Context: an optimization exercise on an open-source flow, tuned for small area, a short achievable clock period and few clock cycles per item. The choices shown serve that exercise and are no tape-out recipe. The RTL was checked by simulation tests, not by an equivalence proof against the original design. The clock port is modelled as an ideal driver; clocking choices that lean on that would not hold on a real chip. Power figures rest on the tool's default switching activity, not on a simulated workload.

==> v33: inputs <==
==> flow/design.v (excerpt) <==
module cnm_top (
    input  logic               clk,
    input  logic               rst,
    input  logic               in_valid,
    input  logic signed [7:0]  rea,
    input  logic signed [7:0]  ima,
    input  logic signed [7:0]  req,
    input  logic signed [7:0]  imq,
    output logic               out_valid,
    output logic signed [15:0] rep,
    output logic signed [15:0] imp
);
export LEC_CHECK = 0
export CAP_MARGIN = 20
export CORE_MARGIN = 2
export CORE_UTILIZATION = 40
export CTS_BUF_LIST = sky130_fd_sc_hd__clkbuf_4 sky130_fd_sc_hd__clkbuf_8
export SETUP_SLACK_MARGIN = 4.5
export SLEW_MARGIN = 20
export SYNTH_HIERARCHICAL = 1
create_clock -name core_clock -period 7.0 [get_ports {clk}]
standard.sh (not shown) runs the stock make flow with config.mk's settings and CLKGATE_MAP_FILE= SYNTH_SCRIPT=/design/flow/synth_recipe.tcl, a recipe that flattens the netlist after the stock synthesis.
==> flow/flow/run.sh <==
#!/bin/bash
# Own layout flow: the standard flow (standard synthesis, same steps and
# settings) with two changes:
#  - the port buffers are the small sky130 buf_1 cell instead of the delay
#    cell buffer_ports picks by default (every input and output port still
#    gets its own buffer; repair may resize them);
#  - clock tree synthesis adds no dummy loads.
set -euo pipefail
export BUFFER_PORTS_ARGS="-buffer_cell sky130_fd_sc_hd__buf_1"
export CTS_ARGS="-sink_clustering_enable -repair_clock_nets -dont_use_dummy_load -buf_list {sky130_fd_sc_hd__clkbuf_4 sky130_fd_sc_hd__clkbuf_8}${CTS_EXTRA:-}"
bash standard.sh > flow_make.log 2>&1
==> v19 (differences from v33) <==
--- a/flow/flow/run.sh
+++ b/flow/flow/run.sh
@@ -9,3 +9,3 @@
 export BUFFER_PORTS_ARGS="-buffer_cell sky130_fd_sc_hd__buf_1"
-export CTS_ARGS="-sink_clustering_enable -repair_clock_nets -dont_use_dummy_load -buf_list {sky130_fd_sc_hd__clkbuf_4 sky130_fd_sc_hd__clkbuf_8}${CTS_EXTRA:-}"
+export CTS_ARGS="-sink_clustering_enable -repair_clock_nets -dont_use_dummy_load -buf_list {sky130_fd_sc_hd__clkbuf_4 sky130_fd_sc_hd__clkbuf_8}"
 bash standard.sh > flow_make.log 2>&1
Settings changed: SETUP_SLACK_MARGIN 4.5 to 4.8.
==> comparison <==
- v19 went through all stages and came out clean. v33 ran to the end with no violations.
- Clock power is about the same in v33 and v19.
- Synthesized cell count is the same in v19 and v33.
- Against v19, the clock skew of v33 is lower by 0.0042 ns.
- Against v19, the first-iteration DRC count of v33 is higher by 0.22%.
- Maximum frequency: v19 is larger than v33 (3.6%).
- Between v19 and v33, the lower global-route usage is in v33 (gap 1.4 points).
- Between v19 and v33, the lower design area is in v33 (gap 14%, measured against v33).
- Of v33 and v19, v19 has the higher setup slack (gap 0.083 ns).
Testbench counts of v33, summed over its fixed seeds: cycles 16,024, items 16,000.
Testbench counts of v19, summed over its fixed seeds: cycles 16,024, items 16,000.

========
==> build 60 <==
Starting RTL as in the previous note.
Settings: LEC_CHECK=0, CAP_MARGIN=20, CORE_MARGIN=2, CORE_UTILIZATION=40, CTS_BUF_LIST=sky130_fd_sc_hd__clkbuf_4 sky130_fd_sc_hd__clkbuf_8, SETUP_SLACK_MARGIN=4.5, SLEW_MARGIN=20, SYNTH_HIERARCHICAL=1; clock period 7.0 ns.
==> flow/flow/run.sh <==
#!/bin/bash
# Own layout flow: the standard flow (standard synthesis, same steps and
# settings) with two changes:
#  - the port buffers are the small sky130 buf_1 cell instead of the delay
#    cell buffer_ports picks by default (every input and output port still
#    gets its own buffer; repair may resize them);
#  - clock tree synthesis adds no dummy loads.
set -euo pipefail
export BUFFER_PORTS_ARGS="-buffer_cell sky130_fd_sc_hd__buf_1"
export CTS_ARGS="-sink_clustering_enable -repair_clock_nets -dont_use_dummy_load -buf_list {sky130_fd_sc_hd__clkbuf_4}"
bash standard.sh > flow_make.log 2>&1
==> build 49: changes against build 60 <==
==> flow/flow/run.sh (replaced) <==
#!/bin/bash
# Own layout flow: the standard flow (standard synthesis, same steps and
# settings) with these changes:
#  - after the floorplan step and again after clock tree synthesis, logic cells that synthesis mapped at a
#    larger drive strength are set back to drive strength 1 (downsize.tcl);
#    the standard repair steps that follow upsize where timing needs it;
#  - the port buffers are the small sky130 buf_1 cell instead of the delay
#    cell buffer_ports picks by default (every input and output port still
#    gets its own buffer; repair may resize them);
#  - clock tree synthesis adds no dummy loads.
set -euo pipefail
export BUFFER_PORTS_ARGS="-buffer_cell sky130_fd_sc_hd__buf_1"
export CTS_ARGS="-sink_clustering_enable -repair_clock_nets -dont_use_dummy_load -buf_list {sky130_fd_sc_hd__clkbuf_4 sky130_fd_sc_hd__clkbuf_8}"
bash standard.sh floorplan > flow_make_floorplan.log 2>&1
R=orfs/results/$FLOW_PLATFORM/cnm_top/base
export RESULTS=$R LIB=$FLOW_HOME/platforms/$FLOW_PLATFORM/lib/sky130_fd_sc_hd__tt_025C_1v80.lib
DB=2_floorplan.odb openroad -no_init -exit flow/downsize.tcl > downsize_floorplan.log 2>&1
touch $R/2_floorplan.odb
bash standard.sh cts > flow_make_cts.log 2>&1
DB=4_cts.odb openroad -no_init -exit flow/downsize.tcl > downsize_cts.log 2>&1
touch $R/4_cts.odb
bash standard.sh > flow_make.log 2>&1
==> flow/flow/downsize.tcl (new file) <==
# Set every combinational cell of the synthesized, floorplanned design to its
# drive-strength-1 variant (same function and footprint family). The flow's
# later repair steps upsize again where timing needs it. Registers, clock and
# tap cells are left alone.
set results $::env(RESULTS)
read_liberty $::env(LIB)
set db $::env(DB)
read_db $results/$db
set n 0
foreach inst [get_cells *] {
  set ref [get_property $inst ref_name]
  if {![regexp {^(sky130_fd_sc_hd__([a-z0-9]+))_([0-9]+)$} $ref -> base fn drive]} continue
  if {$drive <= 1} continue
  if {[regexp {^(df|ed|sd|dl|clk|tap|fill|decap|conb|probe|lpflow|buf|inv|bufinv|dly)} $fn]} continue
  set lc [get_lib_cells -quiet ${base}_1]
  if {$lc eq ""} continue
  replace_cell $inst $lc
  incr n
}
puts "downsized $n cells"
write_db $results/$db
==> impl_metrics.prom <==
# TYPE chip_impl_metric gauge
chip_impl_metric{name="switching_share",unit="%"} 38.7
chip_impl_metric{name="finalInstanceArea",unit="µm²"} 10400
chip_impl_metric{name="drtPass1Iterations",unit=""} 5
chip_impl_metric{name="routed_met1_length",unit="mm"} 9.11
chip_impl_metric{name="slew_headroom",unit="%"} 64.1
chip_impl_metric{name="routed_wl",unit="mm"} 21.0
chip_impl_metric{name="final.period_utilization",unit="%"} 34.4
chip_impl_metric{name="power.clock.total",unit="µW"} 378
chip_impl_metric{name="core_utilization_of_the_finished_layout",unit="%"} 42.9
chip_impl_metric{name="cts.reportedPaths.clkPinSlew",unit="ns"} 0.12
chip_impl_metric{name="cp.required",unit="ns"} 7.41
chip_impl_metric{name="ff2ff_setup_slack",unit="ns"} 4.59
chip_impl_info{name="outcome",value="timing/DRC/antenna clean"} 1
the above is filed under build 60

==> impl_metrics.prom <==
# TYPE chip_impl_metric gauge
chip_impl_metric{name="core_utilization_of_the_finished_layout",unit="%"} 41.6
chip_impl_metric{name="slew_headroom",unit="%"} 49.4
chip_impl_metric{name="routed_met1_length",unit="mm"} 8.69
chip_impl_metric{name="power.clock.total",unit="µW"} 484
chip_impl_metric{name="finalInstanceArea",unit="µm²"} 10100
chip_impl_info{name="worstReg2RegEnd",value="imp_s438_q1_618$_DFF_P_"} 1
chip_impl_metric{name="switching_share",unit="%"} 38.2
chip_impl_metric{name="routed_wl",unit="mm"} 20.4
chip_impl_metric{name="ff2ff_setup_slack",unit="ns"} 4.57
chip_impl_info{name="outcome",value="timing/DRC/antenna clean"} 1
chip_impl_metric{name="drtPass1Iterations",unit=""} 6
chip_impl_metric{name="cts.reportedPaths.clkPinSlew",unit="ns"} 0.07
chip_impl_metric{name="cp.required",unit="ns"} 7.31
the above is filed under build 49

Testbench counts of build 60, summed over its fixed seeds: cycles 16,024, items 16,000.
Testbench counts of build 49, summed over its fixed seeds: cycles 16,024, items 16,000.

## afterwards: timing with drivers on the ports
The flow's constraints put no driver on any port. The routed layouts listed below were extracted and timed again, unchanged, in two steps.
Step 1 assumes that a clkbuf_16 drives the clock port and a buf_2 every other input.
Step 2 moves the port delays by t, midway between the first and last clock arrival at a register: inputs arrive t later, outputs are due t later. That takes back most of the time a late clock gives input paths.
a / b / c = no drivers / after step 1 / after step 2; a / b = the first two.
run | t, ns | setup WS [ns] | latest minus earliest clock arrival (ns)
v33 | 0.492 | 4.597 / 4.597 / 4.597 | 0.021 / 0.021
v19 | 0.490 | 4.679 / 4.656 / 4.679 | 0.029 / 0.029
build 60 | 0.575 | 4.591 / 4.556 / 4.591 | 0.030 / 0.030
build 49 | 0.472 | 4.567 / 4.567 / 4.567 | 0.034 / 0.034
After both steps setup and hold are still met in every run listed.
